Context: an optimization exercise on an open-source flow, tuned for small area and a short achievable clock period. The choices shown serve that exercise and are no tape-out recipe.
No run shown here included a check of the RTL's function; only the layout flow was run.
Power and IR drop assume default switching activity.

==> design/flow/design.v <==
module RF_ALU (input clk,
               input RegSet,
               input RegWrite,
               input [3:0] ALU_control,
               input [31:0] instr,
               input [31:0] Writedata,
               output reg [31:0] rd1,
               output reg [31:0] rd2,
               output [31:0] ALU_result,
               output Zero);
wire [4:0] rs1 = instr[19:15];
wire [4:0] rs2 = instr[24:20];
wire [4:0] rd  = instr[11:7];
reg        pend_v;
reg        pend_alu;
reg [4:0]  pend_rd;
reg [31:0] pend_wd;
reg [31:0] regs [1:31];
wire [31:0] wdata = pend_alu ? ALU_result : pend_wd;
wire [31:0] stale;         
assign stale[0] = 1'b0;
wire [32*32-1:0] rows;     
assign rows[31:0] = wdata;
genvar r, k;
generate
    for (r = 1; r < 32; r = r + 1) begin : row
        wire we   = pend_v && (pend_rd == r);
        wire hold = !we;
        wire [31:0] d;
        assign stale[r] = we;
        assign rows[32*r +: 32] = regs[r];
        for (k = 0; k < 32; k = k + 1) begin : bt
            g_ao22 wc (.a1(regs[r][k]), .a2(hold), .b1(wdata[k]), .b2(we), .y(d[k]));
        end
        always @(posedge clk) regs[r] <= d;
    end
endgenerate
function [31:0] selects(input [4:0] rs, input [31:0] stl, input pv, input [4:0] prd);
    integer j;
    begin
        selects[0] = pv && (rs == prd) && (rs != 5'd0);
        for (j = 1; j < 32; j = j + 1)
            selects[j] = (rs == j) && !stl[j];
    end
endfunction
wire [31:0] sel1 = selects(rs1, stale, pend_v, pend_rd);
wire [31:0] sel2 = selects(rs2, stale, pend_v, pend_rd);
wire [31:0] a, b;
generate
    for (k = 0; k < 32; k = k + 1) begin : rdbit
        wire [31:0] col;
        for (r = 0; r < 32; r = r + 1) begin : c
            assign col[r] = rows[32*r + k];
        end
        rf_mux32 m1 (.sel(sel1), .d(col), .q(a[k]));
        rf_mux32 m2 (.sel(sel2), .d(col), .q(b[k]));
    end
endgenerate
wire op_and   = (ALU_control == 4'b0000);
wire op_or    = (ALU_control == 4'b0001);
wire op_sub   = (ALU_control == 4'b0110);
wire op_arith = (ALU_control == 4'b0010) || op_sub;
wire [31:0] aa, g0n, t0n;
generate
    for (k = 0; k < 32; k = k + 1) begin : pg
        g_xor2  x (.a(a[k]), .b(op_sub), .y(aa[k]));
        g_nand3 g (.a(aa[k]), .b(b[k]), .c(op_arith), .y(g0n[k]));
        g_nor2  t (.a(aa[k]), .b(b[k]), .y(t0n[k]));
    end
endgenerate
reg [31:0] alu_p;    
reg [31:0] alu_g;    
reg [31:4] alu_t;    
wire l1g_1;
wire l1g_2;
wire l1t_2;
wire l1g_3;
wire l1t_3;
wire l1g_4;
wire l1t_4;
wire l1g_5;
wire l1t_5;
wire l1g_6;
wire l1t_6;
wire l1g_7;
wire l1t_7;
wire l1g_8;
wire l1t_8;
wire l1g_9;
wire l1t_9;
wire l1g_10;
wire l1t_10;
wire l1g_11;
wire l1t_11;
wire l1g_12;
wire l1t_12;
wire l1g_13;
wire l1t_13;
wire l1g_14;
wire l1t_14;
wire l1g_15;
wire l1t_15;
wire l1g_16;
wire l1t_16;
wire l1g_17;
wire l1t_17;
wire l1g_18;
wire l1t_18;
wire l1g_19;
wire l1t_19;
wire l1g_20;
wire l1t_20;
wire l1g_21;
wire l1t_21;
wire l1g_22;
wire l1t_22;
wire l1g_23;
wire l1t_23;
wire l1g_24;
wire l1t_24;
wire l1g_25;
wire l1t_25;
wire l1g_26;
wire l1t_26;
wire l1g_27;
wire l1t_27;
wire l1g_28;
wire l1t_28;
wire l1g_29;
wire l1t_29;
wire l1g_30;
wire l1t_30;
wire l1g_31;
wire l1t_31;
wire n_g0n_0;
wire l2g_2;
wire l2g_3;
wire l2g_4;
wire l2t_4;
wire l2g_5;
wire l2t_5;
wire l2g_6;
wire l2t_6;
wire l2g_7;
wire l2t_7;
wire l2g_8;
wire l2t_8;
wire l2g_9;
wire l2t_9;
wire l2g_10;
wire l2t_10;
wire l2g_11;
wire l2t_11;
wire l2g_12;
wire l2t_12;
wire l2g_13;
wire l2t_13;
wire l2g_14;
wire l2t_14;
wire l2g_15;
wire l2t_15;
wire l2g_16;
wire l2t_16;
wire l2g_17;
wire l2t_17;
wire l2g_18;
wire l2t_18;
wire l2g_19;
wire l2t_19;
wire l2g_20;
wire l2t_20;
wire l2g_21;
wire l2t_21;
wire l2g_22;
wire l2t_22;
wire l2g_23;
wire l2t_23;
wire l2g_24;
wire l2t_24;
wire l2g_25;
wire l2t_25;
wire l2g_26;
wire l2t_26;
wire l2g_27;
wire l2t_27;
wire l2g_28;
wire l2t_28;
wire l2g_29;
wire l2t_29;
wire l2g_30;
wire l2t_30;
wire l2g_31;
wire l2t_31;
wire l3g_4;
wire n_alu_g_1;
wire l3g_5;
wire l3g_6;
wire l3g_7;
wire l3g_8;
wire l3t_8;
wire l3g_9;
wire l3t_9;
wire l3g_10;
wire l3t_10;
wire l3g_11;
wire l3t_11;
wire l3g_12;
wire l3t_12;
wire l3g_13;
wire l3t_13;
wire l3g_14;
wire l3t_14;
wire l3g_15;
wire l3t_15;
wire l3g_16;
wire l3t_16;
wire l3g_17;
wire l3t_17;
wire l3g_18;
wire l3t_18;
wire l3g_19;
wire l3t_19;
wire l3g_20;
wire l3t_20;
wire l3g_21;
wire l3t_21;
wire l3g_22;
wire l3t_22;
wire l3g_23;
wire l3t_23;
wire l3g_24;
wire l3t_24;
wire l3g_25;
wire l3t_25;
wire l3g_26;
wire l3t_26;
wire l3g_27;
wire l3t_27;
wire l3g_28;
wire l3t_28;
wire l3g_29;
wire l3t_29;
wire l3g_30;
wire l3t_30;
wire l3g_31;
wire l3t_31;
wire n_alu_g_0;
wire l4g_8;
wire l4g_9;
wire n_alu_g_2;
wire l4g_10;
wire n_alu_g_3;
wire l4g_11;
wire l4g_12;
wire l4g_13;
wire l4g_14;
wire l4g_15;
wire l4g_16;
wire l4t_16;
wire l4g_17;
wire l4t_17;
wire l4g_18;
wire l4t_18;
wire l4g_19;
wire l4t_19;
wire l4g_20;
wire l4t_20;
wire l4g_21;
wire l4t_21;
wire l4g_22;
wire l4t_22;
wire l4g_23;
wire l4t_23;
wire l4g_24;
wire l4t_24;
wire l4g_25;
wire l4t_25;
wire l4g_26;
wire l4t_26;
wire l4g_27;
wire l4t_27;
wire l4g_28;
wire l4t_28;
wire l4g_29;
wire l4t_29;
wire l4g_30;
wire l4t_30;
wire l4g_31;
wire l4t_31;
wire l5g_16;
wire l5g_17;
wire l5g_18;
wire l5g_19;
wire n_l3g_4;
wire l5g_20;
wire n_l3g_5;
wire l5g_21;
wire n_l3g_6;
wire l5g_22;
wire n_l3g_7;
wire l5g_23;
wire l5g_24;
wire l5g_25;
wire l5g_26;
wire l5g_27;
wire l5g_28;
wire l5g_29;
wire l5g_30;
wire l5g_31;
g_oai21 p0g1 (.a1(t0n[1]), .a2(g0n[0]), .b1(g0n[1]), .y(l1g_1));
g_oai21 p0g2 (.a1(t0n[2]), .a2(g0n[1]), .b1(g0n[2]), .y(l1g_2));
g_nor2 p0t2 (.a(t0n[2]), .b(t0n[1]), .y(l1t_2));
g_oai21 p0g3 (.a1(t0n[3]), .a2(g0n[2]), .b1(g0n[3]), .y(l1g_3));
g_nor2 p0t3 (.a(t0n[3]), .b(t0n[2]), .y(l1t_3));
g_oai21 p0g4 (.a1(t0n[4]), .a2(g0n[3]), .b1(g0n[4]), .y(l1g_4));
g_nor2 p0t4 (.a(t0n[4]), .b(t0n[3]), .y(l1t_4));
g_oai21 p0g5 (.a1(t0n[5]), .a2(g0n[4]), .b1(g0n[5]), .y(l1g_5));
g_nor2 p0t5 (.a(t0n[5]), .b(t0n[4]), .y(l1t_5));
g_oai21 p0g6 (.a1(t0n[6]), .a2(g0n[5]), .b1(g0n[6]), .y(l1g_6));
g_nor2 p0t6 (.a(t0n[6]), .b(t0n[5]), .y(l1t_6));
g_oai21 p0g7 (.a1(t0n[7]), .a2(g0n[6]), .b1(g0n[7]), .y(l1g_7));
g_nor2 p0t7 (.a(t0n[7]), .b(t0n[6]), .y(l1t_7));
g_oai21 p0g8 (.a1(t0n[8]), .a2(g0n[7]), .b1(g0n[8]), .y(l1g_8));
g_nor2 p0t8 (.a(t0n[8]), .b(t0n[7]), .y(l1t_8));
g_oai21 p0g9 (.a1(t0n[9]), .a2(g0n[8]), .b1(g0n[9]), .y(l1g_9));
g_nor2 p0t9 (.a(t0n[9]), .b(t0n[8]), .y(l1t_9));
g_oai21 p0g10 (.a1(t0n[10]), .a2(g0n[9]), .b1(g0n[10]), .y(l1g_10));
g_nor2 p0t10 (.a(t0n[10]), .b(t0n[9]), .y(l1t_10));
g_oai21 p0g11 (.a1(t0n[11]), .a2(g0n[10]), .b1(g0n[11]), .y(l1g_11));
g_nor2 p0t11 (.a(t0n[11]), .b(t0n[10]), .y(l1t_11));
g_oai21 p0g12 (.a1(t0n[12]), .a2(g0n[11]), .b1(g0n[12]), .y(l1g_12));
g_nor2 p0t12 (.a(t0n[12]), .b(t0n[11]), .y(l1t_12));
g_oai21 p0g13 (.a1(t0n[13]), .a2(g0n[12]), .b1(g0n[13]), .y(l1g_13));
g_nor2 p0t13 (.a(t0n[13]), .b(t0n[12]), .y(l1t_13));
g_oai21 p0g14 (.a1(t0n[14]), .a2(g0n[13]), .b1(g0n[14]), .y(l1g_14));
g_nor2 p0t14 (.a(t0n[14]), .b(t0n[13]), .y(l1t_14));
g_oai21 p0g15 (.a1(t0n[15]), .a2(g0n[14]), .b1(g0n[15]), .y(l1g_15));
g_nor2 p0t15 (.a(t0n[15]), .b(t0n[14]), .y(l1t_15));
g_oai21 p0g16 (.a1(t0n[16]), .a2(g0n[15]), .b1(g0n[16]), .y(l1g_16));
g_nor2 p0t16 (.a(t0n[16]), .b(t0n[15]), .y(l1t_16));
g_oai21 p0g17 (.a1(t0n[17]), .a2(g0n[16]), .b1(g0n[17]), .y(l1g_17));
g_nor2 p0t17 (.a(t0n[17]), .b(t0n[16]), .y(l1t_17));
g_oai21 p0g18 (.a1(t0n[18]), .a2(g0n[17]), .b1(g0n[18]), .y(l1g_18));
g_nor2 p0t18 (.a(t0n[18]), .b(t0n[17]), .y(l1t_18));
g_oai21 p0g19 (.a1(t0n[19]), .a2(g0n[18]), .b1(g0n[19]), .y(l1g_19));
g_nor2 p0t19 (.a(t0n[19]), .b(t0n[18]), .y(l1t_19));
g_oai21 p0g20 (.a1(t0n[20]), .a2(g0n[19]), .b1(g0n[20]), .y(l1g_20));
g_nor2 p0t20 (.a(t0n[20]), .b(t0n[19]), .y(l1t_20));
g_oai21 p0g21 (.a1(t0n[21]), .a2(g0n[20]), .b1(g0n[21]), .y(l1g_21));
g_nor2 p0t21 (.a(t0n[21]), .b(t0n[20]), .y(l1t_21));
g_oai21 p0g22 (.a1(t0n[22]), .a2(g0n[21]), .b1(g0n[22]), .y(l1g_22));
g_nor2 p0t22 (.a(t0n[22]), .b(t0n[21]), .y(l1t_22));
g_oai21 p0g23 (.a1(t0n[23]), .a2(g0n[22]), .b1(g0n[23]), .y(l1g_23));
g_nor2 p0t23 (.a(t0n[23]), .b(t0n[22]), .y(l1t_23));
g_oai21 p0g24 (.a1(t0n[24]), .a2(g0n[23]), .b1(g0n[24]), .y(l1g_24));
g_nor2 p0t24 (.a(t0n[24]), .b(t0n[23]), .y(l1t_24));
g_oai21 p0g25 (.a1(t0n[25]), .a2(g0n[24]), .b1(g0n[25]), .y(l1g_25));
g_nor2 p0t25 (.a(t0n[25]), .b(t0n[24]), .y(l1t_25));
g_oai21 p0g26 (.a1(t0n[26]), .a2(g0n[25]), .b1(g0n[26]), .y(l1g_26));
g_nor2 p0t26 (.a(t0n[26]), .b(t0n[25]), .y(l1t_26));
g_oai21 p0g27 (.a1(t0n[27]), .a2(g0n[26]), .b1(g0n[27]), .y(l1g_27));
g_nor2 p0t27 (.a(t0n[27]), .b(t0n[26]), .y(l1t_27));
g_oai21 p0g28 (.a1(t0n[28]), .a2(g0n[27]), .b1(g0n[28]), .y(l1g_28));
g_nor2 p0t28 (.a(t0n[28]), .b(t0n[27]), .y(l1t_28));
g_oai21 p0g29 (.a1(t0n[29]), .a2(g0n[28]), .b1(g0n[29]), .y(l1g_29));
g_nor2 p0t29 (.a(t0n[29]), .b(t0n[28]), .y(l1t_29));
g_oai21 p0g30 (.a1(t0n[30]), .a2(g0n[29]), .b1(g0n[30]), .y(l1g_30));
g_nor2 p0t30 (.a(t0n[30]), .b(t0n[29]), .y(l1t_30));
g_oai21 p0g31 (.a1(t0n[31]), .a2(g0n[30]), .b1(g0n[31]), .y(l1g_31));
g_nor2 p0t31 (.a(t0n[31]), .b(t0n[30]), .y(l1t_31));
g_inv i_n_g0n_0 (.a(g0n[0]), .y(n_g0n_0));
g_aoi21 p1g2 (.a1(l1t_2), .a2(n_g0n_0), .b1(l1g_2), .y(l2g_2));
g_aoi21 p1g3 (.a1(l1t_3), .a2(l1g_1), .b1(l1g_3), .y(l2g_3));
g_aoi21 p1g4 (.a1(l1t_4), .a2(l1g_2), .b1(l1g_4), .y(l2g_4));
g_nand2 p1t4 (.a(l1t_4), .b(l1t_2), .y(l2t_4));
g_aoi21 p1g5 (.a1(l1t_5), .a2(l1g_3), .b1(l1g_5), .y(l2g_5));
g_nand2 p1t5 (.a(l1t_5), .b(l1t_3), .y(l2t_5));
g_aoi21 p1g6 (.a1(l1t_6), .a2(l1g_4), .b1(l1g_6), .y(l2g_6));
g_nand2 p1t6 (.a(l1t_6), .b(l1t_4), .y(l2t_6));
g_aoi21 p1g7 (.a1(l1t_7), .a2(l1g_5), .b1(l1g_7), .y(l2g_7));
g_nand2 p1t7 (.a(l1t_7), .b(l1t_5), .y(l2t_7));
g_aoi21 p1g8 (.a1(l1t_8), .a2(l1g_6), .b1(l1g_8), .y(l2g_8));
g_nand2 p1t8 (.a(l1t_8), .b(l1t_6), .y(l2t_8));
g_aoi21 p1g9 (.a1(l1t_9), .a2(l1g_7), .b1(l1g_9), .y(l2g_9));
g_nand2 p1t9 (.a(l1t_9), .b(l1t_7), .y(l2t_9));
g_aoi21 p1g10 (.a1(l1t_10), .a2(l1g_8), .b1(l1g_10), .y(l2g_10));
g_nand2 p1t10 (.a(l1t_10), .b(l1t_8), .y(l2t_10));
g_aoi21 p1g11 (.a1(l1t_11), .a2(l1g_9), .b1(l1g_11), .y(l2g_11));
g_nand2 p1t11 (.a(l1t_11), .b(l1t_9), .y(l2t_11));
g_aoi21 p1g12 (.a1(l1t_12), .a2(l1g_10), .b1(l1g_12), .y(l2g_12));
g_nand2 p1t12 (.a(l1t_12), .b(l1t_10), .y(l2t_12));
g_aoi21 p1g13 (.a1(l1t_13), .a2(l1g_11), .b1(l1g_13), .y(l2g_13));
g_nand2 p1t13 (.a(l1t_13), .b(l1t_11), .y(l2t_13));
g_aoi21 p1g14 (.a1(l1t_14), .a2(l1g_12), .b1(l1g_14), .y(l2g_14));
g_nand2 p1t14 (.a(l1t_14), .b(l1t_12), .y(l2t_14));
g_aoi21 p1g15 (.a1(l1t_15), .a2(l1g_13), .b1(l1g_15), .y(l2g_15));
g_nand2 p1t15 (.a(l1t_15), .b(l1t_13), .y(l2t_15));
g_aoi21 p1g16 (.a1(l1t_16), .a2(l1g_14), .b1(l1g_16), .y(l2g_16));
g_nand2 p1t16 (.a(l1t_16), .b(l1t_14), .y(l2t_16));
g_aoi21 p1g17 (.a1(l1t_17), .a2(l1g_15), .b1(l1g_17), .y(l2g_17));
g_nand2 p1t17 (.a(l1t_17), .b(l1t_15), .y(l2t_17));
g_aoi21 p1g18 (.a1(l1t_18), .a2(l1g_16), .b1(l1g_18), .y(l2g_18));
g_nand2 p1t18 (.a(l1t_18), .b(l1t_16), .y(l2t_18));
g_aoi21 p1g19 (.a1(l1t_19), .a2(l1g_17), .b1(l1g_19), .y(l2g_19));
g_nand2 p1t19 (.a(l1t_19), .b(l1t_17), .y(l2t_19));
g_aoi21 p1g20 (.a1(l1t_20), .a2(l1g_18), .b1(l1g_20), .y(l2g_20));
g_nand2 p1t20 (.a(l1t_20), .b(l1t_18), .y(l2t_20));
g_aoi21 p1g21 (.a1(l1t_21), .a2(l1g_19), .b1(l1g_21), .y(l2g_21));
g_nand2 p1t21 (.a(l1t_21), .b(l1t_19), .y(l2t_21));
g_aoi21 p1g22 (.a1(l1t_22), .a2(l1g_20), .b1(l1g_22), .y(l2g_22));
g_nand2 p1t22 (.a(l1t_22), .b(l1t_20), .y(l2t_22));
g_aoi21 p1g23 (.a1(l1t_23), .a2(l1g_21), .b1(l1g_23), .y(l2g_23));
g_nand2 p1t23 (.a(l1t_23), .b(l1t_21), .y(l2t_23));
g_aoi21 p1g24 (.a1(l1t_24), .a2(l1g_22), .b1(l1g_24), .y(l2g_24));
g_nand2 p1t24 (.a(l1t_24), .b(l1t_22), .y(l2t_24));
g_aoi21 p1g25 (.a1(l1t_25), .a2(l1g_23), .b1(l1g_25), .y(l2g_25));
g_nand2 p1t25 (.a(l1t_25), .b(l1t_23), .y(l2t_25));
g_aoi21 p1g26 (.a1(l1t_26), .a2(l1g_24), .b1(l1g_26), .y(l2g_26));
g_nand2 p1t26 (.a(l1t_26), .b(l1t_24), .y(l2t_26));
g_aoi21 p1g27 (.a1(l1t_27), .a2(l1g_25), .b1(l1g_27), .y(l2g_27));
g_nand2 p1t27 (.a(l1t_27), .b(l1t_25), .y(l2t_27));
g_aoi21 p1g28 (.a1(l1t_28), .a2(l1g_26), .b1(l1g_28), .y(l2g_28));
g_nand2 p1t28 (.a(l1t_28), .b(l1t_26), .y(l2t_28));
g_aoi21 p1g29 (.a1(l1t_29), .a2(l1g_27), .b1(l1g_29), .y(l2g_29));
g_nand2 p1t29 (.a(l1t_29), .b(l1t_27), .y(l2t_29));
g_aoi21 p1g30 (.a1(l1t_30), .a2(l1g_28), .b1(l1g_30), .y(l2g_30));
g_nand2 p1t30 (.a(l1t_30), .b(l1t_28), .y(l2t_30));
g_aoi21 p1g31 (.a1(l1t_31), .a2(l1g_29), .b1(l1g_31), .y(l2g_31));
g_nand2 p1t31 (.a(l1t_31), .b(l1t_29), .y(l2t_31));
g_oai21 p2g4 (.a1(alu_t[4]), .a2(alu_g[0]), .b1(alu_g[4]), .y(l3g_4));
g_inv i_n_alu_g_1 (.a(alu_g[1]), .y(n_alu_g_1));
g_oai21 p2g5 (.a1(alu_t[5]), .a2(n_alu_g_1), .b1(alu_g[5]), .y(l3g_5));
g_oai21 p2g6 (.a1(alu_t[6]), .a2(alu_g[2]), .b1(alu_g[6]), .y(l3g_6));
g_oai21 p2g7 (.a1(alu_t[7]), .a2(alu_g[3]), .b1(alu_g[7]), .y(l3g_7));
g_oai21 p2g8 (.a1(alu_t[8]), .a2(alu_g[4]), .b1(alu_g[8]), .y(l3g_8));
g_nor2 p2t8 (.a(alu_t[8]), .b(alu_t[4]), .y(l3t_8));
g_oai21 p2g9 (.a1(alu_t[9]), .a2(alu_g[5]), .b1(alu_g[9]), .y(l3g_9));
g_nor2 p2t9 (.a(alu_t[9]), .b(alu_t[5]), .y(l3t_9));
g_oai21 p2g10 (.a1(alu_t[10]), .a2(alu_g[6]), .b1(alu_g[10]), .y(l3g_10));
g_nor2 p2t10 (.a(alu_t[10]), .b(alu_t[6]), .y(l3t_10));
g_oai21 p2g11 (.a1(alu_t[11]), .a2(alu_g[7]), .b1(alu_g[11]), .y(l3g_11));
g_nor2 p2t11 (.a(alu_t[11]), .b(alu_t[7]), .y(l3t_11));
g_oai21 p2g12 (.a1(alu_t[12]), .a2(alu_g[8]), .b1(alu_g[12]), .y(l3g_12));
g_nor2 p2t12 (.a(alu_t[12]), .b(alu_t[8]), .y(l3t_12));
g_oai21 p2g13 (.a1(alu_t[13]), .a2(alu_g[9]), .b1(alu_g[13]), .y(l3g_13));
g_nor2 p2t13 (.a(alu_t[13]), .b(alu_t[9]), .y(l3t_13));
g_oai21 p2g14 (.a1(alu_t[14]), .a2(alu_g[10]), .b1(alu_g[14]), .y(l3g_14));
g_nor2 p2t14 (.a(alu_t[14]), .b(alu_t[10]), .y(l3t_14));
g_oai21 p2g15 (.a1(alu_t[15]), .a2(alu_g[11]), .b1(alu_g[15]), .y(l3g_15));
g_nor2 p2t15 (.a(alu_t[15]), .b(alu_t[11]), .y(l3t_15));
g_oai21 p2g16 (.a1(alu_t[16]), .a2(alu_g[12]), .b1(alu_g[16]), .y(l3g_16));
g_nor2 p2t16 (.a(alu_t[16]), .b(alu_t[12]), .y(l3t_16));
g_oai21 p2g17 (.a1(alu_t[17]), .a2(alu_g[13]), .b1(alu_g[17]), .y(l3g_17));
g_nor2 p2t17 (.a(alu_t[17]), .b(alu_t[13]), .y(l3t_17));
g_oai21 p2g18 (.a1(alu_t[18]), .a2(alu_g[14]), .b1(alu_g[18]), .y(l3g_18));
g_nor2 p2t18 (.a(alu_t[18]), .b(alu_t[14]), .y(l3t_18));
g_oai21 p2g19 (.a1(alu_t[19]), .a2(alu_g[15]), .b1(alu_g[19]), .y(l3g_19));
g_nor2 p2t19 (.a(alu_t[19]), .b(alu_t[15]), .y(l3t_19));
g_oai21 p2g20 (.a1(alu_t[20]), .a2(alu_g[16]), .b1(alu_g[20]), .y(l3g_20));
g_nor2 p2t20 (.a(alu_t[20]), .b(alu_t[16]), .y(l3t_20));
g_oai21 p2g21 (.a1(alu_t[21]), .a2(alu_g[17]), .b1(alu_g[21]), .y(l3g_21));
g_nor2 p2t21 (.a(alu_t[21]), .b(alu_t[17]), .y(l3t_21));
g_oai21 p2g22 (.a1(alu_t[22]), .a2(alu_g[18]), .b1(alu_g[22]), .y(l3g_22));
g_nor2 p2t22 (.a(alu_t[22]), .b(alu_t[18]), .y(l3t_22));
g_oai21 p2g23 (.a1(alu_t[23]), .a2(alu_g[19]), .b1(alu_g[23]), .y(l3g_23));
g_nor2 p2t23 (.a(alu_t[23]), .b(alu_t[19]), .y(l3t_23));
g_oai21 p2g24 (.a1(alu_t[24]), .a2(alu_g[20]), .b1(alu_g[24]), .y(l3g_24));
g_nor2 p2t24 (.a(alu_t[24]), .b(alu_t[20]), .y(l3t_24));
g_oai21 p2g25 (.a1(alu_t[25]), .a2(alu_g[21]), .b1(alu_g[25]), .y(l3g_25));
g_nor2 p2t25 (.a(alu_t[25]), .b(alu_t[21]), .y(l3t_25));
g_oai21 p2g26 (.a1(alu_t[26]), .a2(alu_g[22]), .b1(alu_g[26]), .y(l3g_26));
g_nor2 p2t26 (.a(alu_t[26]), .b(alu_t[22]), .y(l3t_26));
g_oai21 p2g27 (.a1(alu_t[27]), .a2(alu_g[23]), .b1(alu_g[27]), .y(l3g_27));
g_nor2 p2t27 (.a(alu_t[27]), .b(alu_t[23]), .y(l3t_27));
g_oai21 p2g28 (.a1(alu_t[28]), .a2(alu_g[24]), .b1(alu_g[28]), .y(l3g_28));
g_nor2 p2t28 (.a(alu_t[28]), .b(alu_t[24]), .y(l3t_28));
g_oai21 p2g29 (.a1(alu_t[29]), .a2(alu_g[25]), .b1(alu_g[29]), .y(l3g_29));
g_nor2 p2t29 (.a(alu_t[29]), .b(alu_t[25]), .y(l3t_29));
g_oai21 p2g30 (.a1(alu_t[30]), .a2(alu_g[26]), .b1(alu_g[30]), .y(l3g_30));
g_nor2 p2t30 (.a(alu_t[30]), .b(alu_t[26]), .y(l3t_30));
g_oai21 p2g31 (.a1(alu_t[31]), .a2(alu_g[27]), .b1(alu_g[31]), .y(l3g_31));
g_nor2 p2t31 (.a(alu_t[31]), .b(alu_t[27]), .y(l3t_31));
g_inv i_n_alu_g_0 (.a(alu_g[0]), .y(n_alu_g_0));
g_aoi21 p3g8 (.a1(l3t_8), .a2(n_alu_g_0), .b1(l3g_8), .y(l4g_8));
g_aoi21 p3g9 (.a1(l3t_9), .a2(alu_g[1]), .b1(l3g_9), .y(l4g_9));
g_inv i_n_alu_g_2 (.a(alu_g[2]), .y(n_alu_g_2));
g_aoi21 p3g10 (.a1(l3t_10), .a2(n_alu_g_2), .b1(l3g_10), .y(l4g_10));
g_inv i_n_alu_g_3 (.a(alu_g[3]), .y(n_alu_g_3));
g_aoi21 p3g11 (.a1(l3t_11), .a2(n_alu_g_3), .b1(l3g_11), .y(l4g_11));
g_aoi21 p3g12 (.a1(l3t_12), .a2(l3g_4), .b1(l3g_12), .y(l4g_12));
g_aoi21 p3g13 (.a1(l3t_13), .a2(l3g_5), .b1(l3g_13), .y(l4g_13));
g_aoi21 p3g14 (.a1(l3t_14), .a2(l3g_6), .b1(l3g_14), .y(l4g_14));
g_aoi21 p3g15 (.a1(l3t_15), .a2(l3g_7), .b1(l3g_15), .y(l4g_15));
g_aoi21 p3g16 (.a1(l3t_16), .a2(l3g_8), .b1(l3g_16), .y(l4g_16));
g_nand2 p3t16 (.a(l3t_16), .b(l3t_8), .y(l4t_16));
g_aoi21 p3g17 (.a1(l3t_17), .a2(l3g_9), .b1(l3g_17), .y(l4g_17));
g_nand2 p3t17 (.a(l3t_17), .b(l3t_9), .y(l4t_17));
g_aoi21 p3g18 (.a1(l3t_18), .a2(l3g_10), .b1(l3g_18), .y(l4g_18));
g_nand2 p3t18 (.a(l3t_18), .b(l3t_10), .y(l4t_18));
g_aoi21 p3g19 (.a1(l3t_19), .a2(l3g_11), .b1(l3g_19), .y(l4g_19));
g_nand2 p3t19 (.a(l3t_19), .b(l3t_11), .y(l4t_19));
g_aoi21 p3g20 (.a1(l3t_20), .a2(l3g_12), .b1(l3g_20), .y(l4g_20));
g_nand2 p3t20 (.a(l3t_20), .b(l3t_12), .y(l4t_20));
g_aoi21 p3g21 (.a1(l3t_21), .a2(l3g_13), .b1(l3g_21), .y(l4g_21));
g_nand2 p3t21 (.a(l3t_21), .b(l3t_13), .y(l4t_21));
g_aoi21 p3g22 (.a1(l3t_22), .a2(l3g_14), .b1(l3g_22), .y(l4g_22));
g_nand2 p3t22 (.a(l3t_22), .b(l3t_14), .y(l4t_22));
g_aoi21 p3g23 (.a1(l3t_23), .a2(l3g_15), .b1(l3g_23), .y(l4g_23));
g_nand2 p3t23 (.a(l3t_23), .b(l3t_15), .y(l4t_23));
g_aoi21 p3g24 (.a1(l3t_24), .a2(l3g_16), .b1(l3g_24), .y(l4g_24));
g_nand2 p3t24 (.a(l3t_24), .b(l3t_16), .y(l4t_24));
g_aoi21 p3g25 (.a1(l3t_25), .a2(l3g_17), .b1(l3g_25), .y(l4g_25));
g_nand2 p3t25 (.a(l3t_25), .b(l3t_17), .y(l4t_25));
g_aoi21 p3g26 (.a1(l3t_26), .a2(l3g_18), .b1(l3g_26), .y(l4g_26));
g_nand2 p3t26 (.a(l3t_26), .b(l3t_18), .y(l4t_26));
g_aoi21 p3g27 (.a1(l3t_27), .a2(l3g_19), .b1(l3g_27), .y(l4g_27));
g_nand2 p3t27 (.a(l3t_27), .b(l3t_19), .y(l4t_27));
g_aoi21 p3g28 (.a1(l3t_28), .a2(l3g_20), .b1(l3g_28), .y(l4g_28));
g_nand2 p3t28 (.a(l3t_28), .b(l3t_20), .y(l4t_28));
g_aoi21 p3g29 (.a1(l3t_29), .a2(l3g_21), .b1(l3g_29), .y(l4g_29));
g_nand2 p3t29 (.a(l3t_29), .b(l3t_21), .y(l4t_29));
g_aoi21 p3g30 (.a1(l3t_30), .a2(l3g_22), .b1(l3g_30), .y(l4g_30));
g_nand2 p3t30 (.a(l3t_30), .b(l3t_22), .y(l4t_30));
g_aoi21 p3g31 (.a1(l3t_31), .a2(l3g_23), .b1(l3g_31), .y(l4g_31));
g_nand2 p3t31 (.a(l3t_31), .b(l3t_23), .y(l4t_31));
g_oai21 p4g16 (.a1(l4t_16), .a2(alu_g[0]), .b1(l4g_16), .y(l5g_16));
g_oai21 p4g17 (.a1(l4t_17), .a2(n_alu_g_1), .b1(l4g_17), .y(l5g_17));
g_oai21 p4g18 (.a1(l4t_18), .a2(alu_g[2]), .b1(l4g_18), .y(l5g_18));
g_oai21 p4g19 (.a1(l4t_19), .a2(alu_g[3]), .b1(l4g_19), .y(l5g_19));
g_inv i_n_l3g_4 (.a(l3g_4), .y(n_l3g_4));
g_oai21 p4g20 (.a1(l4t_20), .a2(n_l3g_4), .b1(l4g_20), .y(l5g_20));
g_inv i_n_l3g_5 (.a(l3g_5), .y(n_l3g_5));
g_oai21 p4g21 (.a1(l4t_21), .a2(n_l3g_5), .b1(l4g_21), .y(l5g_21));
g_inv i_n_l3g_6 (.a(l3g_6), .y(n_l3g_6));
g_oai21 p4g22 (.a1(l4t_22), .a2(n_l3g_6), .b1(l4g_22), .y(l5g_22));
g_inv i_n_l3g_7 (.a(l3g_7), .y(n_l3g_7));
g_oai21 p4g23 (.a1(l4t_23), .a2(n_l3g_7), .b1(l4g_23), .y(l5g_23));
g_oai21 p4g24 (.a1(l4t_24), .a2(l4g_8), .b1(l4g_24), .y(l5g_24));
g_oai21 p4g25 (.a1(l4t_25), .a2(l4g_9), .b1(l4g_25), .y(l5g_25));
g_oai21 p4g26 (.a1(l4t_26), .a2(l4g_10), .b1(l4g_26), .y(l5g_26));
g_oai21 p4g27 (.a1(l4t_27), .a2(l4g_11), .b1(l4g_27), .y(l5g_27));
g_oai21 p4g28 (.a1(l4t_28), .a2(l4g_12), .b1(l4g_28), .y(l5g_28));
g_oai21 p4g29 (.a1(l4t_29), .a2(l4g_13), .b1(l4g_29), .y(l5g_29));
g_oai21 p4g30 (.a1(l4t_30), .a2(l4g_14), .b1(l4g_30), .y(l5g_30));
g_oai21 p4g31 (.a1(l4t_31), .a2(l4g_15), .b1(l4g_31), .y(l5g_31));
reg [1:0] nzq;
g_nor2 zr (.a(nzq[0]), .b(nzq[1]), .y(Zero));
wire [31:0] ab_x;
wire [15:0] ab_o1;
wire [7:0] ab_o2;
wire [3:0] ab_o3;
wire ne_lo, ne_hi;
generate
    for (k = 0; k < 32; k = k + 1) begin : zx
        g_xor2 x (.a(a[k]), .b(b[k]), .y(ab_x[k]));
    end
    for (k = 0; k < 16; k = k + 1) begin : z1
        g_nor2 o (.a(ab_x[2*k]), .b(ab_x[2*k+1]), .y(ab_o1[k]));
    end
    for (k = 0; k < 8; k = k + 1) begin : z2
        g_nand2 o (.a(ab_o1[2*k]), .b(ab_o1[2*k+1]), .y(ab_o2[k]));
    end
    for (k = 0; k < 4; k = k + 1) begin : z3
        g_nor2 o (.a(ab_o2[2*k]), .b(ab_o2[2*k+1]), .y(ab_o3[k]));
    end
endgenerate
g_nand2 z4l (.a(ab_o3[0]), .b(ab_o3[1]), .y(ne_lo));
g_nand2 z4h (.a(ab_o3[2]), .b(ab_o3[3]), .y(ne_hi));
assign ALU_result[0] = alu_p[0];
g_xnor2 s1 (.a(alu_p[1]), .b(alu_g[0]), .y(ALU_result[1]));
g_xor2 s2 (.a(alu_p[2]), .b(alu_g[1]), .y(ALU_result[2]));
g_xnor2 s3 (.a(alu_p[3]), .b(alu_g[2]), .y(ALU_result[3]));
g_xnor2 s4 (.a(alu_p[4]), .b(alu_g[3]), .y(ALU_result[4]));
g_xor2 s5 (.a(alu_p[5]), .b(l3g_4), .y(ALU_result[5]));
g_xor2 s6 (.a(alu_p[6]), .b(l3g_5), .y(ALU_result[6]));
g_xor2 s7 (.a(alu_p[7]), .b(l3g_6), .y(ALU_result[7]));
g_xor2 s8 (.a(alu_p[8]), .b(l3g_7), .y(ALU_result[8]));
g_xnor2 s9 (.a(alu_p[9]), .b(l4g_8), .y(ALU_result[9]));
g_xnor2 s10 (.a(alu_p[10]), .b(l4g_9), .y(ALU_result[10]));
g_xnor2 s11 (.a(alu_p[11]), .b(l4g_10), .y(ALU_result[11]));
g_xnor2 s12 (.a(alu_p[12]), .b(l4g_11), .y(ALU_result[12]));
g_xnor2 s13 (.a(alu_p[13]), .b(l4g_12), .y(ALU_result[13]));
g_xnor2 s14 (.a(alu_p[14]), .b(l4g_13), .y(ALU_result[14]));
g_xnor2 s15 (.a(alu_p[15]), .b(l4g_14), .y(ALU_result[15]));
g_xnor2 s16 (.a(alu_p[16]), .b(l4g_15), .y(ALU_result[16]));
g_xor2 s17 (.a(alu_p[17]), .b(l5g_16), .y(ALU_result[17]));
g_xor2 s18 (.a(alu_p[18]), .b(l5g_17), .y(ALU_result[18]));
g_xor2 s19 (.a(alu_p[19]), .b(l5g_18), .y(ALU_result[19]));
g_xor2 s20 (.a(alu_p[20]), .b(l5g_19), .y(ALU_result[20]));
g_xor2 s21 (.a(alu_p[21]), .b(l5g_20), .y(ALU_result[21]));
g_xor2 s22 (.a(alu_p[22]), .b(l5g_21), .y(ALU_result[22]));
g_xor2 s23 (.a(alu_p[23]), .b(l5g_22), .y(ALU_result[23]));
g_xor2 s24 (.a(alu_p[24]), .b(l5g_23), .y(ALU_result[24]));
g_xor2 s25 (.a(alu_p[25]), .b(l5g_24), .y(ALU_result[25]));
g_xor2 s26 (.a(alu_p[26]), .b(l5g_25), .y(ALU_result[26]));
g_xor2 s27 (.a(alu_p[27]), .b(l5g_26), .y(ALU_result[27]));
g_xor2 s28 (.a(alu_p[28]), .b(l5g_27), .y(ALU_result[28]));
g_xor2 s29 (.a(alu_p[29]), .b(l5g_28), .y(ALU_result[29]));
g_xor2 s30 (.a(alu_p[30]), .b(l5g_29), .y(ALU_result[30]));
g_xor2 s31 (.a(alu_p[31]), .b(l5g_30), .y(ALU_result[31]));
always @(posedge clk) begin
    rd1 <= a;
    rd2 <= b;
    nzq <= {ne_hi, ne_lo};
    alu_p <= op_arith ? (a ^ b) : op_and ? (a & b) : op_or ? (a | b) : ALU_result;
    alu_g[0] <= g0n[0];
    alu_g[1] <= l1g_1;
    alu_g[2] <= l2g_2;
    alu_g[3] <= l2g_3;
    alu_g[4] <= l2g_4;
    alu_g[5] <= l2g_5;
    alu_g[6] <= l2g_6;
    alu_g[7] <= l2g_7;
    alu_g[8] <= l2g_8;
    alu_g[9] <= l2g_9;
    alu_g[10] <= l2g_10;
    alu_g[11] <= l2g_11;
    alu_g[12] <= l2g_12;
    alu_g[13] <= l2g_13;
    alu_g[14] <= l2g_14;
    alu_g[15] <= l2g_15;
    alu_g[16] <= l2g_16;
    alu_g[17] <= l2g_17;
    alu_g[18] <= l2g_18;
    alu_g[19] <= l2g_19;
    alu_g[20] <= l2g_20;
    alu_g[21] <= l2g_21;
    alu_g[22] <= l2g_22;
    alu_g[23] <= l2g_23;
    alu_g[24] <= l2g_24;
    alu_g[25] <= l2g_25;
    alu_g[26] <= l2g_26;
    alu_g[27] <= l2g_27;
    alu_g[28] <= l2g_28;
    alu_g[29] <= l2g_29;
    alu_g[30] <= l2g_30;
    alu_g[31] <= l2g_31;
    alu_t[4] <= l2t_4;
    alu_t[5] <= l2t_5;
    alu_t[6] <= l2t_6;
    alu_t[7] <= l2t_7;
    alu_t[8] <= l2t_8;
    alu_t[9] <= l2t_9;
    alu_t[10] <= l2t_10;
    alu_t[11] <= l2t_11;
    alu_t[12] <= l2t_12;
    alu_t[13] <= l2t_13;
    alu_t[14] <= l2t_14;
    alu_t[15] <= l2t_15;
    alu_t[16] <= l2t_16;
    alu_t[17] <= l2t_17;
    alu_t[18] <= l2t_18;
    alu_t[19] <= l2t_19;
    alu_t[20] <= l2t_20;
    alu_t[21] <= l2t_21;
    alu_t[22] <= l2t_22;
    alu_t[23] <= l2t_23;
    alu_t[24] <= l2t_24;
    alu_t[25] <= l2t_25;
    alu_t[26] <= l2t_26;
    alu_t[27] <= l2t_27;
    alu_t[28] <= l2t_28;
    alu_t[29] <= l2t_29;
    alu_t[30] <= l2t_30;
    alu_t[31] <= l2t_31;
    pend_v   <= (RegWrite || RegSet) && (rd != 5'd0);
    pend_alu <= RegWrite;
    pend_rd  <= rd;
    pend_wd  <= Writedata;
end
endmodule
module rf_mux32 (input [31:0] sel, input [31:0] d, output q);
wire [32:0] s = {1'b0, sel};
wire [32:0] e = {1'b0, d};
wire [10:0] t;
wire [2:0] u;
wire qn;
genvar j;
generate
    for (j = 0; j < 11; j = j + 1) begin : l1
        g_aoi222 x (.a1(s[3*j]), .a2(e[3*j]), .b1(s[3*j+1]), .b2(e[3*j+1]),
                    .c1(s[3*j+2]), .c2(e[3*j+2]), .y(t[j]));
    end
endgenerate
g_nand4 n0 (.a(t[0]), .b(t[1]), .c(t[2]), .d(t[3]), .y(u[0]));
g_nand4 n1 (.a(t[4]), .b(t[5]), .c(t[6]), .d(t[7]), .y(u[1]));
g_nand3 n2 (.a(t[8]), .b(t[9]), .c(t[10]), .y(u[2]));
g_nor3 o (.a(u[0]), .b(u[1]), .c(u[2]), .y(qn));
g_inv i (.a(qn), .y(q));
endmodule
module g_aoi222 (input a1, input a2, input b1, input b2, input c1, input c2, output y);
assign y = ~((a1 & a2) | (b1 & b2) | (c1 & c2));
endmodule
module g_nor3 (input a, input b, input c, output y);
assign y = ~(a | b | c);
endmodule
module g_ao22 (input a1, input a2, input b1, input b2, output y);
assign y = (a1 & a2) | (b1 & b2);
endmodule
module g_aoi21 (input a1, input a2, input b1, output y);
assign y = ~((a1 & a2) | b1);
endmodule
module g_oai21 (input a1, input a2, input b1, output y);
assign y = ~((a1 | a2) & b1);
endmodule
module g_nand4 (input a, input b, input c, input d, output y);
assign y = ~(a & b & c & d);
endmodule
module g_nand3 (input a, input b, input c, output y);
assign y = ~(a & b & c);
endmodule
module g_nand2 (input a, input b, output y);
assign y = ~(a & b);
endmodule
module g_nor2 (input a, input b, output y);
assign y = ~(a | b);
endmodule
module g_xor2 (input a, input b, output y);
assign y = a ^ b;
endmodule
module g_inv (input a, output y);
assign y = ~a;
endmodule
module g_xnor2 (input a, input b, output y);
assign y = ~(a ^ b);
endmodule
==> design/flow/run.sh <==
#!/bin/bash
# synth_recipe.tcl (not shown) runs the flow's synth.tcl, then flattens the netlist and writes it again
# the make line also repeats each setting of config.mk as NAME=value (left out here)
make -C /OpenROAD-flow-scripts/flow DESIGN_CONFIG=/design/flow/config.mk WORK_HOME=/design/flow/orfs CLKGATE_MAP_FILE= SYNTH_SCRIPT=/design/flow/synth_recipe.tcl finish
==> design/flow/config.mk <==
export PLATFORM = sky130hd
export DESIGN_NAME = RF_ALU
export DESIGN_NICKNAME = RF_ALU
export VERILOG_FILES = /design/flow/design.v
export SDC_FILE = /design/flow/constraint.sdc
export NUM_CORES = 8
export LEC_CHECK = 0
export CAP_MARGIN = 20
export CORE_MARGIN = 2
export CORE_UTILIZATION = 40
export CTS_CLUSTER_DIAMETER = 80
export CTS_CLUSTER_SIZE = 24
export SETUP_SLACK_MARGIN = 5
export SLEW_MARGIN = 20
export SYNTH_HIERARCHICAL = 1
==> design/flow/constraint.sdc <==
create_clock -name core_clock -period 9.0 [get_ports {clk}]
set_input_delay 1.8000 -clock core_clock [delete_from_list [all_inputs] [get_ports {clk}]]
set_output_delay 1.8000 -clock core_clock [all_outputs]
set_load 0.01 [all_outputs]
==> results.sh, run 1 <==
export IMPL_status="finished clean"
export IMPL_drc=0
export IMPL_critPathMaxStageDelay_ns=0.52
export IMPL_reg2reg_depth=15
export IMPL_p_per_area_nw_per_um2=278
export IMPL_multiInputGateArea_um2=26700
export IMPL_ff_latch_area_um2=23800
export IMPL_drt_iter0_markers=10900
export IMPL_maxCapViolCount=0
export IMPL_die_w_um=350
export IMPL_hold_class="reg -> reg"
export IMPL_maxSlewViolCount=0
export IMPL_setup_violations=0
export IMPL_drive_gt1_share_pct=24.5
export IMPL_hold_violations=0
export IMPL_synth_area_leaders="dfxtp_1 (50%), a22o_1 (18%), a222oi_1 (15%)"
export IMPL_die_area_um2=122000
export IMPL_fmax_mhz=231
export IMPL_power_frac_comb_pct=31.0
export IMPL_ys_flop_type="dfxtp_1"
export IMPL_ys_seq_elements=1187
export IMPL_cp_data_required_time_ns=9.62
export IMPL_overflow=0
export IMPL_yosysWarnings=9
export IMPL_num_fill_cells=10300
export IMPL_rows=126
export IMPL_crit_path_start_kind="input port"
export IMPL_finClkSkew_ns=0.0471
export IMPL_p_clk_share_pct=19.4
export IMPL_finalCritPeriodShare_pct=48.1
export IMPL_num_vias=47200
export IMPL_crit_chain="buf_16, nand2b_4, buf_4, buf_6, buf_6, nor3_4, clkbuf_16, a222oi_1, nand4_1, nor3_4, inv_4, xor2_4, nand3_2, o21ai_2, a21oi_2"
export IMPL_yosysUniqueCellTypes=45
export IMPL_antenna_found_initial=1
export IMPL_clockBufferDepth=3
export IMPL_grt_pass1_wl_um=309000
export IMPL_place_area_um2=53400
export IMPL_clock_sinks=1187
export IMPL_wirelength_um=230000
export IMPL_area_growth_pct=26.7
export IMPL_dp_cells=6099
export IMPL_final_cells=6404
export IMPL_place_hpwl_um=128000
export IMPL_whs_ns=0.515
export IMPL_path_buf_inv=6
export IMPL_crit_type="in -> reg"
export IMPL_portBuffers=150
export IMPL_clk_pin_slew_worst_paths_ns=0.10
export IMPL_core_area_um2=118000
export IMPL_globalplace_congestion=1.00
export IMPL_tns_ns=0
export IMPL_slowest_stage="nor3_4"
export IMPL_ioPinCount=168
export IMPL_critical_path_depth=15
export IMPL_async_reset_ff_share_pct=0
export IMPL_cts_tree="yes"
export IMPL_slew_headroom_pct=28.8
export IMPL_synth_cells=4235
export IMPL_rsz0062_at_grt="true"
export IMPL_ys_seq_area_share_pct=49.8
export IMPL_switching_share_pct=36.0
export IMPL_avgSynthCellArea_um2=11.3
export IMPL_first_pass_iters=15
export IMPL_worstHoldPathCells=1
export IMPL_grt_max_degree=81
export IMPL_root_buffer="clkbuf_16"
export IMPL_insertion_delay_ns=0.75
export IMPL_cellLeakagePower_nw=22.7
export IMPL_ant_nets=0
export IMPL_grtUsageTotal_pct=34.4
export IMPL_final_cell_area_um2=60500
export IMPL_fin_crit_ns=4.33
export IMPL_cts_buffers=60
export IMPL_fin_nets=4975
export IMPL_start_util_pct=40.4
export IMPL_netlist_area_leader_share_pct=49.7
export IMPL_synth_top_cell_by_area="dfxtp_1"
export IMPL_htree_num_levels=2
export IMPL_p_int_mw=10.8
export IMPL_wire_per_inst_um=35.9
export IMPL_layout_commonest_cell="dfxtp_1"
export IMPL_p_sw_mw=6.06
export IMPL_p_seq_share_pct=49.7
export IMPL_grt_pass1_vias=43000
export IMPL_final_cell_mix="dfxtp_1 (1165), a22o_1 (993), a222oi_1 (704), buf_4 (220), nand4_1 (129)"
export IMPL_crit_family="simple AND/OR/NAND/NOR gates"
export IMPL_synth_edf_count=1
export IMPL_critPathCaptureType="register"
export IMPL_peakVddDrop_mv=0.193
export IMPL_synthesis_area_um2=47800
export IMPL_tightest_slew_ns=1.07
export IMPL_crit_fanout=8
export IMPL_die_h_um=350
export IMPL_arrival_ns=4.95
export IMPL_vias_per_cell=7.36
-- area by class of cell --
class                      instances  share of cell area [%]
clock buffer                      69                    2.62
clock inverter                    20                   0.432
antenna                            1                 0.00414
timing repair buffer             517                    9.14
tap                             1536                    3.18
inverter                         169                    1.17
multi-input combinational       2905                    44.1
sequential                      1187                    39.4
-- worst paths after layout --
| check | startpoint | slack, ns | end |
|---|---|---|---|
| hold / removal | regs[13][2] | 0.52 | regs[13][2] |
| setup reg to reg | pend_rd[3] | 4.74 | alu_g[5] |
| setup / recovery | instr[16] | 4.67 | alu_g[30] |
| hold reg to reg | regs[13][2] | 0.52 | regs[13][2] |
-- state kept, by name, summed over array words and instances (netlist names), 2 cells and up --
name / cells
alu_p: 32
regs: 992
alu_t: 27
rd1: 32
alu_g: 31
pend_rd: 5
pend_wd: 32
nzq: 2
rd2: 32
-- Yosys stat by module, one instance, submodules excluded --
module    flip-flops and latches  cells inside  times used  cell area [um2]
g_nor3                         0             1          64             10.0
g_ao22                         0             1         992             8.76
g_xor2                         0             1          83             8.76
g_xnor2                        0             1          11             8.76
g_inv                          0             1          73             3.75
RF_ALU                      1187          1742           1            27400
g_oai21                        0             1          72             5.00
g_nor2                         0             1         103             3.75
g_aoi222                       0             1         704             10.0
g_aoi21                        0             1          52             8.76
g_nand4                        0             1         128             6.26
g_nand3                        0             1          95             5.00
g_nand2                        0             1          52             3.75
rf_mux32                       0             1          64             3.75
-- metal layers --
layer	wire (um)	GRT usage (%)
met5	0	0
met4	16100	20.0
met3	32800	11.5
met2	94900	49.9
met1	86200	44.4
-- metrics by stage --
| stage | utilization, % | worst slack, ns | total power, mW |
|---|---|---|---|
| 2_1_floorplan | - | 3.03 | 11.0 |
| 3_3_place_gp | 45.1 | 2.60 | 12.7 |
| 5_1_grt | 51.2 | 4.73 | 17.4 |
| 6_report | 51.2 | 4.67 | 16.8 |
| 3_5_place_dp | 45.1 | 2.72 | 12.8 |
| 4_1_cts | 48.8 | 4.90 | 16.2 |
-- cell families (layout without fill, tap and decap cells) --
group | count (synthesis) | count (layout) | share of synthesized area [%]
muxes | 33 | 33 | 0.775
adders and majority gates | 64 | 64 | 1.68
AOI/OAI and AO/OA | 1858 | 1858 | 35.5
xor gates and xnor gates | 102 | 102 | 1.87
buffers and inverters | 210 | 775 | 1.81
other | 64 | 129 | 0.503
DFF | 1187 | 1187 | 49.8
and+or+nand+nor | 717 | 720 | 8.13
-- power groups by stage --
| stage | registers, mW | clock network (mW) | logic (mW) |
|---|---|---|---|
| 2_1_floorplan | 8.07 | 0 | 2.91 |
| 3_3_place_gp | 8.27 | 0 | 4.39 |
| 3_5_place_dp | 8.34 | 0 | 4.48 |
| 4_1_cts | 8.27 | 3.26 | 4.68 |
| 5_1_grt | 8.55 | 3.44 | 5.42 |
| 6_report | 8.37 | 3.26 | 5.22 |
-- Yosys cell counts (2+ instances only) --
master and count:
a211o_1 2, a211oi_1 3, a21oi_2 52, a222oi_1 704, a22o_1 993, and3_1 31, buf_2 18, buf_4 2
buf_6 6, clkbuf_1 14, conb_1 64, dfxtp_1 1186, ha_1 64, inv_1 169, mux2_1 4, mux2_2 28
nand2_1 95, nand2b_1 12, nand3_1 99, nand3b_1 4, nand4_1 129, nand4b_1 3, nand4bb_1 3, nor2_1 184
nor2_2 9, nor3_1 55, nor3_2 64, nor4_1 14, o21ai_1 72, o41ai_1 24, o41ai_2 7, or2_2 6
or3_1 2, or4_1 2, xnor2_1 19, xor2_1 83
-- what timing repair did --
| item | in CTS | in global routing |
|---|---|---|
| gates resized for setup | 432 | 377 |
| hold buffers | 0 | 0 |
| cloned | 12 | 16 |
| setup buffers | 85 | 102 |
| setup endpoints to repair | 183 | 103 |
| pin swaps | 163 | 264 |
==> run 2: changes to the inputs <==
--- a/design/flow/design.v
+++ b/design/flow/design.v
@@ -670,29 +670,28 @@
 end
 endmodule
 module rf_mux32 (input [31:0] sel, input [31:0] d, output q);
-wire [32:0] s = {1'b0, sel};
-wire [32:0] e = {1'b0, d};
-wire [10:0] t;
-wire [2:0] u;
+wire [15:0] t;
+wire [7:0] u;
+wire [3:0] v;
+wire [1:0] w;
 wire qn;
 genvar j;
 generate
-    for (j = 0; j < 11; j = j + 1) begin : l1
-        g_aoi222 x (.a1(s[3*j]), .a2(e[3*j]), .b1(s[3*j+1]), .b2(e[3*j+1]),
-                    .c1(s[3*j+2]), .c2(e[3*j+2]), .y(t[j]));
+    for (j = 0; j < 8; j = j + 1) begin : l1
+        rf_mux4 x (.sel(sel[4*j +: 4]), .d(d[4*j +: 4]), .y(u[j]));
+    end
+    for (j = 0; j < 4; j = j + 1) begin : l2
+        g_nor2 x (.a(u[2*j]), .b(u[2*j+1]), .y(v[j]));
+    end
+    for (j = 0; j < 2; j = j + 1) begin : l3
+        g_nand2 x (.a(v[2*j]), .b(v[2*j+1]), .y(w[j]));
     end
 endgenerate
-g_nand4 n0 (.a(t[0]), .b(t[1]), .c(t[2]), .d(t[3]), .y(u[0]));
-g_nand4 n1 (.a(t[4]), .b(t[5]), .c(t[6]), .d(t[7]), .y(u[1]));
-g_nand3 n2 (.a(t[8]), .b(t[9]), .c(t[10]), .y(u[2]));
-g_nor3 o (.a(u[0]), .b(u[1]), .c(u[2]), .y(qn));
+g_nor2 o (.a(w[0]), .b(w[1]), .y(qn));
 g_inv i (.a(qn), .y(q));
 endmodule
-module g_aoi222 (input a1, input a2, input b1, input b2, input c1, input c2, output y);
-assign y = ~((a1 & a2) | (b1 & b2) | (c1 & c2));
-endmodule
-module g_nor3 (input a, input b, input c, output y);
-assign y = ~(a | b | c);
+module rf_mux4 (input [3:0] sel, input [3:0] d, output y);
+assign y = |(sel & d);
 endmodule
 module g_ao22 (input a1, input a2, input b1, input b2, output y);
 assign y = (a1 & a2) | (b1 & b2);
==> design/flow/flow/run.sh (new file) <==
#!/bin/bash
# Own layout flow: the standard flow (standard.sh, standard synthesis
# unchanged) with two changes to how the layout is made:
#  - port buffers are sky130_fd_sc_hd__buf_2 (timing repair resizes them),
#  - timing repair may change a cell's footprint in every step.
set -euo pipefail
export SETUP_SLACK_MARGIN=5
export BUFFER_PORTS_ARGS="-buffer_cell sky130_fd_sc_hd__buf_2"
sed 's|"\${@:-finish}"|MATCH_CELL_FOOTPRINT=0 "${@:-finish}"|' standard.sh > standard_own.sh
grep -q 'MATCH_CELL_FOOTPRINT=0' standard_own.sh
bash standard_own.sh > standard_flow.log 2>&1
==> design/flow/standard.sh (new file) <==
#!/bin/bash
# synth_recipe.tcl (not shown) runs the flow's synth.tcl, then flattens the netlist and writes it again
# the make line also repeats each setting of config.mk as NAME=value (left out here)
make -C /OpenROAD-flow-scripts/flow DESIGN_CONFIG=/design/flow/config.mk WORK_HOME=/design/flow/orfs CLKGATE_MAP_FILE= SYNTH_SCRIPT=/design/flow/synth_recipe.tcl "${@:-finish}"
--- a/design/flow/config.mk
+++ b/design/flow/config.mk
@@ -10,6 +10,5 @@
 export CORE_UTILIZATION = 40
 export CTS_CLUSTER_DIAMETER = 80
 export CTS_CLUSTER_SIZE = 24
-export SETUP_SLACK_MARGIN = 5
 export SLEW_MARGIN = 20
 export SYNTH_HIERARCHICAL = 1
removed: design/flow/run.sh
==> results.sh, run 2 <==
export IMPL_wire_per_inst_um=30.8
export IMPL_crit_path_start_kind="input port"
export IMPL_p_seq_share_pct=52.3
export IMPL_ioPinCount=168
export IMPL_num_vias=47600
export IMPL_netlist_area_leader_share_pct=47.5
export IMPL_portBuffers=150
export IMPL_tns_ns=0
export IMPL_synth_area_leaders="dfxtp_1 (47%), a22o_1 (17%), a22oi_1 (15%)"
export IMPL_yosys_top_cells_count="dfxtp_1 (1186), a22oi_1 (1024), a22o_1 (993)"
export IMPL_fin_ws_ns=4.91
export IMPL_overflow=0
export IMPL_ys_seq_area_share_pct=47.5
export IMPL_yosysWarnings=9
export IMPL_synth_edf_count=1
export IMPL_area_growth_pct=16.6
export IMPL_start_util_pct=40.4
export IMPL_tightest_slew_ns=0.890
export IMPL_grt_max_degree=96
export IMPL_status="finished clean"
export IMPL_cp_data_required_time_ns=9.61
export IMPL_avgSynthCellArea_um2=9.62
export IMPL_maxCapViolCount=0
export IMPL_p_int_mw=9.68
export IMPL_slew_headroom_pct=40.6
export IMPL_final_cell_mix="dfxtp_1 (1175), a22oi_1 (1024), a22o_1 (993), nand2_1 (682), nor2_1 (333)"
export IMPL_die_w_um=358
export IMPL_drc=0
export IMPL_whs_ns=0.518
export IMPL_p_sw_mw=5.29
export IMPL_root_buffer="clkbuf_16"
export IMPL_maxSlewViolCount=0
export IMPL_ys_flop_type="dfxtp_1"
export IMPL_post_place_ws_ns=3.66
export IMPL_async_reset_ff_share_pct=0
export IMPL_clk_pin_slew_worst_paths_ns=0.10
export IMPL_ff_latch_area_um2=23800
export IMPL_crit_type="in -> reg"
export IMPL_rsz0062_at_grt="true"
export IMPL_ant_nets=0
export IMPL_globalplace_congestion=0.961
export IMPL_vias_per_cell=6.60
export IMPL_place_hpwl_um=132000
export IMPL_grt_pass1_wl_um=309000
export IMPL_die_h_um=358
export IMPL_ff2ff_setup_slack_ns=5.00
export IMPL_grtUsageTotal_pct=32.8
export IMPL_hold_violations=0
export IMPL_wirelength_um=222000
export IMPL_yosysMostFrequentCell="dfxtp_1"
export IMPL_switching_share_pct=35.3
export IMPL_regMostFlops="regs"
export IMPL_cts_hold_buf=0
export IMPL_layout_commonest_cell="dfxtp_1"
export IMPL_total_power_mw=15.0
export IMPL_arrival_ns=4.69
export IMPL_cellLeakagePower_nw=24.4
export IMPL_clockBufferDepth=3
export IMPL_yosysUniqueCellTypes=43
export IMPL_final_cell_area_um2=58300
export IMPL_multiInputGateArea_um2=27400
export IMPL_utilization_pct=47.1
export IMPL_finClkSkew_ns=0.0400
export IMPL_final_cells=7222
export IMPL_fin_nets=5697
export IMPL_dp_cells=7102
export IMPL_rows=129
export IMPL_finalCritPeriodShare_pct=45.4
export IMPL_setup_violations=0
export IMPL_crit_fanout=32
export IMPL_first_pass_iters=9
export IMPL_p_per_area_nw_per_um2=257
export IMPL_synth_top_cell_by_area="dfxtp_1"
export IMPL_synth_cells=5195
export IMPL_drt_iter0_markers=6823
export IMPL_clock_sinks=1187
export IMPL_fmax_mhz=245
export IMPL_grt_pass1_vias=42800
export IMPL_peakVddDrop_mv=0.164
export IMPL_synthesis_area_um2=50000
export IMPL_fin_crit_ns=4.09
export IMPL_drive_gt1_share_pct=19.3
export IMPL_htree_num_levels=2
export IMPL_p_clk_share_pct=20.6
export IMPL_ys_seq_elements=1187
export IMPL_die_area_um2=128000
export IMPL_critPathCaptureType="register"
export IMPL_num_fill_cells=11700
export IMPL_cts_buffers=59
export IMPL_cts_tree="yes"
export IMPL_antenna_found_initial=15
export IMPL_place_area_um2=54700
export IMPL_largest_reg_flops=992
export IMPL_power_frac_comb_pct=27.1
export IMPL_core_area_um2=124000
export IMPL_insertion_delay_ns=0.75
export IMPL_hold_class="reg -> reg"
## run 2: changes by cell type after synthesis
cell | before | now
nand4_1 | 129 | 1
a22oi_1 | 0 | 1024
nor3_2 | 64 | 0
a222oi_1 | 704 | 0
nor2_1 | 184 | 504
nand3_1 | 99 | 35
nand2_1 | 95 | 735
conb_1 | 64 | 0
## run 2: cell type report
type / instances / area share (%)
Inverter: 169 / 1.09
Sequential cell: 1187 / 40.8
Timing Repair Buffer: 347 / 4.69
Clock inverter: 15 / 0.270
Multi-Input combinational cell: 3798 / 47.0
Antenna cell: 4 / 0.0172
Tap cell: 1637 / 3.51
Clock buffer: 65 / 2.57
## run 2: repair_timing
| action | 4_1_cts | 5_1_grt |
|---|---|---|
| gates cloned | 2 | 7 |
| setup buffers | 10 | 17 |
| hold endpoints to repair | 0 | 0 |
| endpoints found under the setup margin | 122 | 99 |
| gates resized for setup | 212 | 224 |
| pin swaps | 19 | 17 |
## run 2: metal layers
layer | vias to the layer above | routed length (um) | GRT usage (%)
li1 | 20800 | - | -
met2 | 2780 | 94800 | 48.2
met4 | 12 | 16100 | 21.3
met5 | - | 75 | 0
met1 | 23600 | 86500 | 42.0
met3 | 542 | 24600 | 9.44
## run 2: critical path, cell delays in order
cell,delay [ns]
clkbuf_4,0.20
nand2b_4,0.22
or2_4,0.32
nor3_2,0.26
buf_12,0.25
a22oi_1,0.12
nand2_1,0.17
nor2_2,0.08
nand2_1,0.22
nor2_1,0.12
inv_2,0.17
xor2_2,0.18
nand3_1,0.17
o21ai_2,0.28
a21oi_2,0.08
## run 2: cells by family (layout without fill, tap and decap cells)
| group | after synthesis | count (layout) | share of synthesized area (%) |
|---|---|---|---|
| other | 0 | 4 | 0 |
| AO/OA/AOI/OAI | 2178 | 2178 | 35.1 |
| multiplexers | 33 | 33 | 0.741 |
| adder cells (fa/ha/maj) | 64 | 64 | 1.60 |
| flip-flops | 1187 | 1187 | 47.5 |
| XOR/XNOR | 102 | 102 | 1.79 |
| AND/OR/NAND/NOR | 1421 | 1421 | 11.5 |
| buffers and inverters | 210 | 596 | 1.73 |
## run 2: worst paths after layout
path,from,endpoint,cells past startpoint
worst max-delay path,instr[15],alu_g[15],15
worst min-delay path,regs[5][21],regs[5][21],1
worst max register to register,pend_rd[2],alu_g[15],16
worst min register to register,regs[5][21],regs[5][21],1
## run 2: power groups by stage
stage / registers (mW) / logic [mW] / clock network, mW
after floorplan: 7.65 / 2.48 / 0
after global placement: 7.81 / 3.70 / 0
after detailed placement: 7.87 / 3.77 / 0
after CTS: 7.77 / 3.85 / 3.10
after global routing: 7.99 / 4.27 / 3.29
final: 7.83 / 4.05 / 3.08
## run 2: Yosys stat by module (local to each module, per instance), a selection
| module | flops+latches | cell area [um2] | copies in the design | cells inside |
|---|---|---|---|---|
| RF_ALU | 1187 | 27400 | 1 | 1742 |
| g_nor2 | 0 | 3.75 | 423 | 1 |
| g_oai21 | 0 | 5.00 | 72 | 1 |
| g_nand2 | 0 | 3.75 | 180 | 1 |
| rf_mux4 | 0 | 18.8 | 512 | 3 |
| g_xor2 | 0 | 8.76 | 83 | 1 |
| g_aoi21 | 0 | 8.76 | 52 | 1 |
| g_xnor2 | 0 | 8.76 | 11 | 1 |
| g_inv | 0 | 3.75 | 73 | 1 |
| g_nand3 | 0 | 5.00 | 31 | 1 |
| g_ao22 | 0 | 8.76 | 992 | 1 |

[re-timing with driven ports]
The results above use ideal ports. As a check the final layouts listed here were re-extracted and re-timed, cells and wires unchanged. Step 1: set_driving_cell puts a clkbuf_16 on clk and a buf_2 on each other input, an assumption about the parent block. Step 2 adds t to the input delays and takes it off the output delays; t is the mean of the earliest and latest rising clock arrival at the registers after step 1. Input paths then give back, and output paths get back, about the clock's delay inside the block. Slacks: ideal ports / drivers / drivers and shift; pairs: ideal ports / drivers.
run	t (ns)	setup WS [ns]	worst setup path at the end	latest minus earliest clock arrival (ns)	slew at the worst register clock pin (ns)
run 1	0.803	4.669 / 4.562 / 3.759	input to register	0.051 / 0.051	0.10 / 0.10
run 2	0.812	4.914 / 4.837 / 4.025	input to register	0.051 / 0.051	0.11 / 0.11
After both steps every run listed still meets setup and hold. The setup slack of run 1, which loses most, moves by -0.107 ns with the drivers and by -0.910 ns with both steps.
